What follows belongs to an exercise in optimizing a design on an open flow for small area and a short achievable clock period; a production flow would make more cautious choices. No functional check of the RTL was part of this run. Power and IR drop assume default switching activity.

==> flow/design.v <==
module matmul_fa (input logic a, input logic b, input logic c, output logic s, output logic co);
  assign s = a ^ b ^ c;
  assign co = (a & b) | (a & c) | (b & c);
endmodule
module matmul_and (input logic a, input logic b, output logic y);
  assign y = a & b;
endmodule
module matmul_aoi (input logic a1, input logic a2, input logic b1, output logic y);
  assign y = ~((a1 & a2) | b1);
endmodule
module matmul_nand (input logic a, input logic b, output logic y);
  assign y = ~(a & b);
endmodule
module matmul_nor (input logic a, input logic b, output logic y);
  assign y = ~(a | b);
endmodule
module matmul_oai (input logic a1, input logic a2, input logic b1, output logic y);
  assign y = ~((a1 | a2) & b1);
endmodule
module matmul_or (input logic a, input logic b, output logic y);
  assign y = a | b;
endmodule
module matmul_xnor (input logic a, input logic b, output logic y);
  assign y = ~(a ^ b);
endmodule
module matmul_xor (input logic a, input logic b, output logic y);
  assign y = a ^ b;
endmodule
module matmul_dot2 (input logic [7:0] a0, input logic [7:0] b0,
                    input logic [7:0] a1, input logic [7:0] b1,
                    output logic [7:0] y);
  wire n1 = ~(a0[0] & b0[0]);
  wire n2 = ~(a1[0] & b1[0]);
  wire n3 = ~(a0[0] & b0[1]);
  wire n4 = ~(a0[1] & b0[0]);
  wire n5 = ~(a1[0] & b1[1]);
  wire n6 = ~(a1[1] & b1[0]);
  wire n7, n8;
  matmul_fa un7 (.a(n3), .b(n4), .c(n5), .s(n7), .co(n8));
  wire n9 = ~(a0[0] & b0[2]);
  wire n10 = ~(a0[1] & b0[1]);
  wire n11 = ~(a0[2] & b0[0]);
  wire n12 = ~(a1[0] & b1[2]);
  wire n13 = ~(a1[1] & b1[1]);
  wire n14 = ~(a1[2] & b1[0]);
  wire n15, n16;
  matmul_fa un15 (.a(n9), .b(n10), .c(n11), .s(n15), .co(n16));
  wire n17, n18;
  matmul_fa un17 (.a(n12), .b(n13), .c(n14), .s(n17), .co(n18));
  wire n19, n20;
  matmul_fa un19 (.a(n8), .b(n15), .c(n17), .s(n19), .co(n20));
  wire n21 = ~(a0[0] & b0[3]);
  wire n22 = ~(a0[1] & b0[2]);
  wire n23;
  matmul_xnor un23 (.a(n21), .b(n22), .y(n23));
  wire n24;
  matmul_or un24 (.a(n21), .b(n22), .y(n24));
  wire n25 = ~(a0[2] & b0[1]);
  wire n26 = ~(a0[3] & b0[0]);
  wire n27 = ~(a1[0] & b1[3]);
  wire n28 = ~(a1[1] & b1[2]);
  wire n29 = ~(a1[2] & b1[1]);
  wire n30 = ~(a1[3] & b1[0]);
  wire n31, n32;
  matmul_fa un31 (.a(n25), .b(n26), .c(n27), .s(n31), .co(n32));
  wire n33, n34;
  matmul_fa un33 (.a(n28), .b(n29), .c(n30), .s(n33), .co(n34));
  wire n35, n36;
  matmul_fa un35 (.a(n23), .b(n16), .c(n18), .s(n35), .co(n36));
  wire n37, n38;
  matmul_fa un37 (.a(n31), .b(n33), .c(n35), .s(n37), .co(n38));
  wire n39 = ~(a0[0] & b0[4]);
  wire n40 = ~(a0[1] & b0[3]);
  wire n41;
  matmul_xnor un41 (.a(n39), .b(n40), .y(n41));
  wire n42;
  matmul_or un42 (.a(n39), .b(n40), .y(n42));
  wire n43 = ~(a0[2] & b0[2]);
  wire n44 = ~(a0[3] & b0[1]);
  wire n45 = ~(a0[4] & b0[0]);
  wire n46 = ~(a1[0] & b1[4]);
  wire n47 = ~(a1[1] & b1[3]);
  wire n48 = ~(a1[2] & b1[2]);
  wire n49 = ~(a1[3] & b1[1]);
  wire n50 = ~(a1[4] & b1[0]);
  wire n51, n52;
  matmul_fa un51 (.a(n43), .b(n44), .c(n45), .s(n51), .co(n52));
  wire n53, n54;
  matmul_fa un53 (.a(n46), .b(n47), .c(n48), .s(n53), .co(n54));
  wire n55, n56;
  matmul_fa un55 (.a(n49), .b(n50), .c(n41), .s(n55), .co(n56));
  wire n57, n58;
  matmul_fa un57 (.a(n24), .b(n32), .c(n34), .s(n57), .co(n58));
  wire n59, n60;
  matmul_fa un59 (.a(n51), .b(n53), .c(n55), .s(n59), .co(n60));
  wire n61, n62;
  matmul_fa un61 (.a(n36), .b(n57), .c(n59), .s(n61), .co(n62));
  wire n63 = ~(a0[0] & b0[5]);
  wire n64 = ~(a0[1] & b0[4]);
  wire n65;
  matmul_xnor un65 (.a(n63), .b(n64), .y(n65));
  wire n66;
  matmul_or un66 (.a(n63), .b(n64), .y(n66));
  wire n67 = ~(a0[2] & b0[3]);
  wire n68 = ~(a0[3] & b0[2]);
  wire n69 = ~(a0[4] & b0[1]);
  wire n70 = ~(a0[5] & b0[0]);
  wire n71 = ~(a1[0] & b1[5]);
  wire n72 = ~(a1[1] & b1[4]);
  wire n73 = ~(a1[2] & b1[3]);
  wire n74 = ~(a1[3] & b1[2]);
  wire n75 = ~(a1[4] & b1[1]);
  wire n76 = ~(a1[5] & b1[0]);
  wire n77, n78;
  matmul_fa un77 (.a(n67), .b(n68), .c(n69), .s(n77), .co(n78));
  wire n79, n80;
  matmul_fa un79 (.a(n70), .b(n71), .c(n72), .s(n79), .co(n80));
  wire n81, n82;
  matmul_fa un81 (.a(n73), .b(n74), .c(n75), .s(n81), .co(n82));
  wire n83, n84;
  matmul_fa un83 (.a(n76), .b(n65), .c(n42), .s(n83), .co(n84));
  wire n85, n86;
  matmul_fa un85 (.a(n52), .b(n54), .c(n77), .s(n85), .co(n86));
  wire n87, n88;
  matmul_fa un87 (.a(n79), .b(n81), .c(n56), .s(n87), .co(n88));
  wire n89, n90;
  matmul_fa un89 (.a(n83), .b(n58), .c(n85), .s(n89), .co(n90));
  wire n91, n92;
  matmul_fa un91 (.a(n60), .b(n87), .c(n89), .s(n91), .co(n92));
  wire n93 = ~(a0[0] & b0[6]);
  wire n94 = ~(a0[1] & b0[5]);
  wire n95;
  matmul_xnor un95 (.a(n93), .b(n94), .y(n95));
  wire n96;
  matmul_or un96 (.a(n93), .b(n94), .y(n96));
  wire n97 = ~(a0[2] & b0[4]);
  wire n98 = ~(a0[3] & b0[3]);
  wire n99 = ~(a0[4] & b0[2]);
  wire n100 = ~(a0[5] & b0[1]);
  wire n101 = ~(a0[6] & b0[0]);
  wire n102 = ~(a1[0] & b1[6]);
  wire n103 = ~(a1[1] & b1[5]);
  wire n104 = ~(a1[2] & b1[4]);
  wire n105 = ~(a1[3] & b1[3]);
  wire n106 = ~(a1[4] & b1[2]);
  wire n107 = ~(a1[5] & b1[1]);
  wire n108 = ~(a1[6] & b1[0]);
  wire n109, n110;
  matmul_fa un109 (.a(n97), .b(n98), .c(n99), .s(n109), .co(n110));
  wire n111, n112;
  matmul_fa un111 (.a(n100), .b(n101), .c(n102), .s(n111), .co(n112));
  wire n113, n114;
  matmul_fa un113 (.a(n103), .b(n104), .c(n105), .s(n113), .co(n114));
  wire n115, n116;
  matmul_fa un115 (.a(n106), .b(n107), .c(n108), .s(n115), .co(n116));
  wire n117, n118;
  matmul_fa un117 (.a(n95), .b(n66), .c(n78), .s(n117), .co(n118));
  wire n119, n120;
  matmul_fa un119 (.a(n80), .b(n82), .c(n109), .s(n119), .co(n120));
  wire n121, n122;
  matmul_fa un121 (.a(n111), .b(n113), .c(n115), .s(n121), .co(n122));
  wire n123, n124;
  matmul_fa un123 (.a(n84), .b(n117), .c(n86), .s(n123), .co(n124));
  wire n125, n126;
  matmul_fa un125 (.a(n119), .b(n88), .c(n121), .s(n125), .co(n126));
  wire n127, n128;
  matmul_fa un127 (.a(n90), .b(n123), .c(n125), .s(n127), .co(n128));
  wire n129 = ~(a0[0] & b0[7]);
  wire n130 = ~(a0[1] & b0[6]);
  wire n131 = ~(a0[2] & b0[5]);
  wire n132 = ~(a0[3] & b0[4]);
  wire n133 = ~(a0[4] & b0[3]);
  wire n134 = ~(a0[5] & b0[2]);
  wire n135 = ~(a0[6] & b0[1]);
  wire n136 = ~(a0[7] & b0[0]);
  wire n137 = ~(a1[0] & b1[7]);
  wire n138 = ~(a1[1] & b1[6]);
  wire n139 = ~(a1[2] & b1[5]);
  wire n140 = ~(a1[3] & b1[4]);
  wire n141 = ~(a1[4] & b1[3]);
  wire n142 = ~(a1[5] & b1[2]);
  wire n143 = ~(a1[6] & b1[1]);
  wire n144 = ~(a1[7] & b1[0]);
  wire n145;
  matmul_xor un145 (.a(n129), .b(n130), .y(n145));
  wire n146;
  matmul_xor un146 (.a(n131), .b(n132), .y(n146));
  wire n147;
  matmul_xor un147 (.a(n133), .b(n134), .y(n147));
  wire n148;
  matmul_xor un148 (.a(n135), .b(n136), .y(n148));
  wire n149;
  matmul_xor un149 (.a(n137), .b(n138), .y(n149));
  wire n150;
  matmul_xor un150 (.a(n139), .b(n140), .y(n150));
  wire n151;
  matmul_xor un151 (.a(n141), .b(n142), .y(n151));
  wire n152;
  matmul_xor un152 (.a(n143), .b(n144), .y(n152));
  wire n153;
  matmul_xor un153 (.a(n145), .b(n146), .y(n153));
  wire n154;
  matmul_xor un154 (.a(n147), .b(n148), .y(n154));
  wire n155;
  matmul_xor un155 (.a(n149), .b(n150), .y(n155));
  wire n156;
  matmul_xor un156 (.a(n151), .b(n152), .y(n156));
  wire n157;
  matmul_xor un157 (.a(n96), .b(n153), .y(n157));
  wire n158;
  matmul_xor un158 (.a(n154), .b(n155), .y(n158));
  wire n159;
  matmul_xor un159 (.a(n156), .b(n110), .y(n159));
  wire n160;
  matmul_xor un160 (.a(n112), .b(n114), .y(n160));
  wire n161;
  matmul_xor un161 (.a(n116), .b(n157), .y(n161));
  wire n162;
  matmul_xor un162 (.a(n158), .b(n159), .y(n162));
  wire n163;
  matmul_xor un163 (.a(n160), .b(n161), .y(n163));
  wire n164;
  matmul_xor un164 (.a(n162), .b(n118), .y(n164));
  wire n165;
  matmul_xor un165 (.a(n120), .b(n122), .y(n165));
  wire n166;
  matmul_xor un166 (.a(n163), .b(n164), .y(n166));
  wire n167;
  matmul_xor un167 (.a(n165), .b(n166), .y(n167));
  wire n168;
  matmul_xor un168 (.a(n124), .b(n167), .y(n168));
  wire n169;
  matmul_xor un169 (.a(n126), .b(n168), .y(n169));
  wire n170;
  matmul_xor un170 (.a(n169), .b(n128), .y(n170));
  wire n171;
  matmul_xor un171 (.a(n1), .b(n2), .y(n171));
  wire n172;
  matmul_or un172 (.a(n1), .b(n2), .y(n172));
  wire n173, n174;
  matmul_fa un173 (.a(n6), .b(n7), .c(n172), .s(n173), .co(n174));
  wire n175 = ~n173;
  wire n176;
  matmul_xor un176 (.a(n19), .b(n174), .y(n176));
  wire n177;
  matmul_or un177 (.a(n19), .b(n174), .y(n177));
  wire n178;
  matmul_xor un178 (.a(n20), .b(n37), .y(n178));
  wire n179;
  matmul_and un179 (.a(n20), .b(n37), .y(n179));
  wire n180;
  matmul_or un180 (.a(n20), .b(n37), .y(n180));
  wire n181;
  matmul_xnor un181 (.a(n178), .b(n177), .y(n181));
  wire n182;
  matmul_oai un182 (.a1(n179), .a2(n177), .b1(n180), .y(n182));
  wire n183;
  matmul_xor un183 (.a(n38), .b(n61), .y(n183));
  wire n184;
  matmul_nand un184 (.a(n38), .b(n61), .y(n184));
  wire n185;
  matmul_nor un185 (.a(n38), .b(n61), .y(n185));
  wire n186;
  matmul_xor un186 (.a(n183), .b(n182), .y(n186));
  wire n187;
  matmul_aoi un187 (.a1(n184), .a2(n182), .b1(n185), .y(n187));
  wire n188;
  matmul_xor un188 (.a(n62), .b(n91), .y(n188));
  wire n189;
  matmul_and un189 (.a(n62), .b(n91), .y(n189));
  wire n190;
  matmul_or un190 (.a(n62), .b(n91), .y(n190));
  wire n191;
  matmul_xnor un191 (.a(n188), .b(n187), .y(n191));
  wire n192;
  matmul_oai un192 (.a1(n189), .a2(n187), .b1(n190), .y(n192));
  wire n193;
  matmul_xor un193 (.a(n92), .b(n127), .y(n193));
  wire n194;
  matmul_nand un194 (.a(n92), .b(n127), .y(n194));
  wire n195;
  matmul_nor un195 (.a(n92), .b(n127), .y(n195));
  wire n196;
  matmul_xor un196 (.a(n193), .b(n192), .y(n196));
  wire n197;
  matmul_aoi un197 (.a1(n194), .a2(n192), .b1(n195), .y(n197));
  wire n198;
  matmul_xor un198 (.a(n170), .b(n197), .y(n198));
  assign y = {n198, n196, n191, n186, n181, n176, n175, n171};
endmodule
module matmul(A,B,y,clk);
    input logic [31:0] A;
    input logic [31:0] B;
    output logic [31:0] y;
    input logic clk;
    logic [7:0] y00, y01, y10, y11;
    matmul_dot2 u00 (.a0(A[31:24]), .b0(B[31:24]), .a1(A[23:16]), .b1(B[15:8]), .y(y00));
    matmul_dot2 u01 (.a0(A[31:24]), .b0(B[23:16]), .a1(A[23:16]), .b1(B[7:0]),  .y(y01));
    matmul_dot2 u10 (.a0(A[15:8]),  .b0(B[31:24]), .a1(A[7:0]),   .b1(B[15:8]), .y(y10));
    matmul_dot2 u11 (.a0(A[15:8]),  .b0(B[23:16]), .a1(A[7:0]),   .b1(B[7:0]),  .y(y11));
    always_ff @(posedge clk)
        y <= {y00, y01, y10, y11};
endmodule
==> flow/flow/run.sh <==
#!/bin/bash
# The standard layout (standard.sh) with two changes:
# - buffer_ports gives every port a sky130_fd_sc_hd__buf_6 buffer instead of the delay-buffer
#   cell it picks by default;
# - after global placement, flow/size2.tcl sets each cell that is not near-critical to the smallest drive strength
#   of its family that keeps the worst setup slack, and
#   gives the output ports buf_1 buffers.
# Each tool's full output is in the ORFS logs under orfs/logs; make's output
# is in standard.log.
set -e
export BUFFER_PORTS_ARGS="-buffer_cell sky130_fd_sc_hd__buf_6"
export POST_GLOBAL_PLACE_TCL="$(pwd)/flow/size2.tcl"
bash standard.sh  finish > standard.log 2>&1
==> flow/flow/size2.tcl <==
set outbuf sky130_fd_sc_hd__buf_1
set n 0
foreach port [all_outputs] {
  set net [get_nets [get_full_name $port]]
  foreach pin [get_pins -of_objects $net -filter "direction == output"] {
    set inst [get_cells -of_objects $pin]
    set cell [get_property [get_property $inst liberty_cell] name]
    if {[string match "sky130_fd_sc_hd__buf_*" $cell] && $cell ne $outbuf} {
      replace_cell $inst $outbuf
      incr n
    }
  }
}
puts "size2.tcl: $n output port buffers set to $outbuf"
estimate_parasitics -placement

proc total_area {} {
  set a 0.0
  foreach i [[ord::get_db_block] getInsts] {
    set m [$i getMaster]
    if {[$m getType] eq "CORE"} { set a [expr {$a + [$m getWidth] * [$m getHeight] / 1e6}] }
  }
  return $a
}
puts [format "size2.tcl: start area %.1f wns %.3f" [total_area] [worst_slack -max]]
if {[info exists ::env(SIZE_MARGIN)] && $::env(SIZE_MARGIN) ne ""} {
  repair_timing -setup -setup_margin $::env(SIZE_MARGIN) -skip_last_gasp -verbose
  estimate_parasitics -placement
  puts [format "size2.tcl: after repair_timing area %.1f wns %.3f" [total_area] [worst_slack -max]]
}

set dont_use [expr {[info exists ::env(DONT_USE_CELLS)] ? $::env(DONT_USE_CELLS) : {}}]
array set fam {}
array set carea {}
foreach lc [get_lib_cells sky130_fd_sc_hd__*] {
  set name [get_name $lc]
  if {[lsearch -exact $dont_use $name] >= 0} continue
  if {![regexp {^(sky130_fd_sc_hd__[a-z0-9]+)_([0-9]+)$} $name -> base size]} continue
  set m [[ord::get_db] findMaster $name]
  if {$m eq "NULL"} continue
  set carea($name) [expr {[$m getWidth] * [$m getHeight] / 1e6}]
  lappend fam($base) $name
}
set skip_re {^sky130_fd_sc_hd__(dfxtp|dfxbp|dfrtp|tapvpwrvgnd|fill|decap|conb)}
set W [worst_slack -max]
set changed 0
foreach inst [get_cells *] {
  set lc [get_property $inst liberty_cell]
  if {$lc eq "" || $lc eq "NULL"} continue
  set cell [get_name $lc]
  if {[regexp $skip_re $cell]} continue
  if {![regexp {^(sky130_fd_sc_hd__[a-z0-9]+)_([0-9]+)$} $cell -> base size]} continue
  if {![info exists fam($base)]} continue
  set smaller {}
  foreach alt $fam($base) {
    if {$carea($alt) < $carea($cell) - 1e-6} { lappend smaller [list $carea($alt) $alt] }
  }
  if {![llength $smaller]} continue
  set s 1e9
  foreach pin [get_pins -of_objects $inst -filter "direction == output"] {
    set ps [get_property $pin slack_max]
    if {$ps ne "" && $ps < $s} { set s $ps }
  }
  if {$s < $W + 0.02} continue
  foreach pair [lsort -real -index 0 $smaller] {
    set alt [lindex $pair 1]
    replace_cell $inst $alt
    estimate_parasitics -placement
    if {[worst_slack -max] >= $W - 0.0005} { incr changed; set cell {}; break }
  }
  if {$cell ne {}} {
    replace_cell $inst $cell
    estimate_parasitics -placement
  }
}
puts [format "size2.tcl: downsized %d cells, area %.1f wns %.3f" $changed [total_area] [worst_slack -max]]
==> flow/standard.sh <==
#!/bin/bash
# synth_recipe.tcl (not shown) runs the flow's synth.tcl, then flattens the netlist and writes it again
# the make line also repeats each setting of config.mk as NAME=value (left out here)
make -C /OpenROAD-flow-scripts/flow DESIGN_CONFIG=/design/flow/config.mk WORK_HOME=/design/flow/orfs CLKGATE_MAP_FILE= SYNTH_SCRIPT=/design/flow/synth_recipe.tcl "${@:-finish}"
==> flow/config.mk <==
export PLATFORM = sky130hd
export DESIGN_NAME = matmul
export DESIGN_NICKNAME = matmul
export VERILOG_FILES = /design/flow/design.v
export SDC_FILE = /design/flow/constraint.sdc
export NUM_CORES = 4
export LEC_CHECK = 0
export CAP_MARGIN = 20
export CORE_MARGIN = 2
export CORE_UTILIZATION = 40
export SLEW_MARGIN = 20
export SYNTH_HIERARCHICAL = 1
export SYNTH_MINIMUM_KEEP_SIZE = 0
==> flow/constraint.sdc <==
create_clock -name core_clock -period 10.0 [get_ports {clk}]
set_input_delay 2.0000 -clock core_clock [delete_from_list [all_inputs] [get_ports {clk}]]
set_output_delay 2.0000 -clock core_clock [all_outputs]
set_load 0.01 [all_outputs]
==> results.py <==
metrics = {
    "setup_path": {
        "critPathArrivalTime_ns": 4.89,
        "crit_required_ns": 10.17,
        "crit_fanout": 14,
        "startpoint_type": "input port",
        "worstSetupPathType": "input port to flop",
        "cp-end-kind": "flop",
    },
    "cells_and_area": {
        "fillers": 1601,
        "top_register": "y",
        "largest_reg_flops": 32,
        "drive_above_1_share_pct": 6.533,
        "area_delta_synth_final_pct": 9.160,
        "final_cell_area_um2": 7157,
        "num_antenna_cells": 0,
        "nets": 992,
        "final_cell_mix": "nand2_1 (296), xor2_1 (140), fa_1 (132), buf_1 (56)",
        "biggestRegsByFlops": "y x32",
        "mostFrequentLayoutCell": "nand2_1",
    },
    "sta": {
        "timing.fmax_mhz": 212.0,
        "hold_violations": 0,
        "fin_crit_sh_pct": 47.16,
        "worstMarginPinSlew_ns": 0.3944,
        "worst_slack_ns": 5.284,
        "slew_headroom_pct": 73.70,
        "rsz0062_at_grt": "false",
        "drv_slew": 0,
        "finalSetupTns_ns": 0,
        "setup_viol": 0,
        "layout_min_cycle_time_ns": 4.716,
    },
    "drt": {
        "drt_iter0_markers": 292,
        "wl_mm": 16.99,
        "num_vias": 5014,
        "wire_per_inst_um": 16.79,
        "avgViaCountPerCell": 4.955,
        "first_pass_iters": 4,
        "drcViolationCount": 0,
        "ant_nets": 0,
    },
    "placed_design": {
        "post-dp-hpwl_mm": 13.46,
        "placed_area_um2": 7013,
        "portBuffers": 96,
        "post-place-ws_ns": 5.001,
    },
    "clock_tree": {
        "htree_levels": 2,
        "cts_tree": "built",
        "clkSinkCount": 32,
        "clockRootBuffer": "clkbuf_16",
        "postCtsHoldBufs": 0,
        "post_cts_buffers": 0,
        "clk_path_buf_depth": 2,
        "clkTransAtPathRegs_ns": 0.06,
        "cts_made_buffers": 5,
        "cts_resized": 0,
    },
    "floorplan": {
        "io_pins": 97,
        "die_h_um": 132.0,
        "initial_core_util_pct": 41.12,
        "rows": 46,
        "die_area_um2": 17430,
        "design.core.area_um2": 15940,
        "die_w_um": 132.0,
    },
    "job": {
        "drv_cap": 0,
    },
    "hold_path": {
        "min_to": "y[24]$_DFF_P_",
        "worstHoldPathType": "input port to flop",
        "holdCritStartpoint": "B[24]",
        "holdPathStages": 3,
    },
    "grt": {
        "gr-total-overflow": 0,
        "antenna_found_initial": 0,
        "track_usage_pct": 20.04,
        "grt_pass1_vias": 5390,
        "grt_max_degree": 17,
        "grt_pass1_wl_mm": 27.63,
    },
    "yosys": {
        "synth_warnings": 7,
        "avgSynthCellArea_um2": 8.860,
        "ys_types": 13,
        "netlist_area_um2": 6556,
        "syn_inst": 740,
        "seq_area_frac_synth_pct": 9.771,
        "syn_nets": 937,
        "ys_ff_latch": 32,
    },
    "power": {
        "powerDensity_nw_per_um2": 188.4,
        "pwr-share-clk_pct": 11.3,
        "worst_ir_drop_vdd_v": 0.00008041,
        "switching_share_pct": 45.74,
        "p_comb_share_pct": 72.8,
        "internal_power_w": 0.0007316,
        "seqPwrFrac_pct": 15.9,
        "totalPowerFinal_w": 0.001348,
        "p_leak_nw": 2.657,
        "p_switching_w": 0.0006167,
    },
    "run_status": {
        "status": "timing/DRC/antenna clean",
    },
}
logic make-up (layout without fill, tap and decap cells):
family | after synthesis | count (layout) | synth area share [%]
compound gates | 16 | 16 | 1.679
simple gates | 344 | 344 | 21.22
fa+ha+maj | 132 | 132 | 40.31
buf+inv | 52 | 108 | 5.114
flops | 32 | 32 | 9.771
xor+xnor | 164 | 164 | 21.91
routing by layer:
layer	vias to the layer above	wire [um]	GRT usage, %
li1	2299	-	-
met1	2502	6841	25.14
met2	195	8628	35.68
met3	18	1207	3.691
met4	0	311	4.891
met5	-	0	0
layout make-up:
class | count | area, um^2 | share of cell area (%)
sequential | 32 | 640.6 | 8.951
timing repair buffer | 96 | 521.8 | 7.290
multi-input combinational | 656 | 5565 | 77.76
clock buffer | 5 | 125.1 | 1.748
inverter | 4 | 15.01 | 0.2098
tap | 216 | 270.3 | 3.776
clock inverter | 3 | 18.77 | 0.2622
per-module statistics from Yosys, one instance, submodules excluded:
module       times used  cells inside
matmul                1            32
matmul_dot2           4            85
matmul_fa           132             1
matmul_aoi            8             1
matmul_xnor          24             1
matmul_xor          140             1
matmul_and            8             1
matmul_or            32             1
matmul_oai            8             1
matmul_nand           8             1
matmul_nor            8             1
power groups by stage:
stage / Combinational [W] / Clock [W] / Sequential [W]
final: 0.000981 / 0.000152 / 0.000215
after CTS: 0.000991 / 0.000159 / 0.000216
after global placement: 0.00107 / 0 / 0.000231
after global routing: 0.00111 / 0.000165 / 0.000221
after detailed placement: 0.000989 / 0 / 0.000218
after floorplan: 0.00101 / 0 / 0.000247
critical path: stages:
cell	delay (ns)
buf_4	0.19
nand2_1	0.11
fa_1	0.46
fa_1	0.56
fa_1	0.44
fa_1	0.49
or2_1	0.24
o21ai_1	0.15
a21oi_2	0.09
xor2_1	0.16
worst max path at each step:
stage | endpoint | startpoint | slack [ns]
after global routing | y[23]$_DFF_P_ | A[21] | 5.13
after global placement | y[15]$_DFF_P_ | B[26] | 5.06
final | y[15]$_DFF_P_ | A[1] | 5.28
after CTS | y[15]$_DFF_P_ | A[1] | 5.29
after floorplan | y[15]$_DFF_P_ | A[0] | 5.10
after detailed placement | y[7]$_DFF_P_ | B[17] | 5.00
synth_stat cells, drive strengths merged:
master	instances	area, um^2
dfxtp	32	640.6
inv	4	15.01
xor2	140	1226
and2	8	50.05
xnor2	24	210.2
a21oi	8	70.07
nand2	296	1111
fa	132	2643
buf	48	320.3
or2	32	200.2
o21ai	8	40.04
nor2	8	30.03
per-stage QoR:
stage / utilization, % / cells / hold slack (ns)
global placement: 47.59 / 1004 / 2.344
global route: 44.89 / 1012 / 2.088
finish: 44.89 / 1012 / 2.071
detailed placement: 43.99 / 1004 / 2.357
floorplan: - / 740 / 2.304
CTS: 44.89 / 1012 / 2.057

## re-timing with driven ports
The results above use ideal ports. As a check the final layout listed here was re-extracted and re-timed, cells and wires unchanged.
Step 1 sets driving cells, clkbuf_16 on the clock port and buf_2 on the other inputs (assumed; they add their load-dependent delay and slew).
Step 2 times the ports against the registers' clock, not the clock port: input delays grow and output delays shrink by t, the midpoint of the rising clock arrivals with the driver on.
Three values: ideal ports, drivers, drivers and shift; two values: the first two.
shift t [ns]: 0.320
slack for setup (ns): 5.284 / 5.292 / 4.972
slew at the worst register clock pin (ns): 0.06 / 0.06
worst slew at a driven data input, ns: 0.04
After both steps this run still meets setup and hold. The setup slack of this run moves by +0.008 ns with the drivers and by -0.312 ns with both steps.
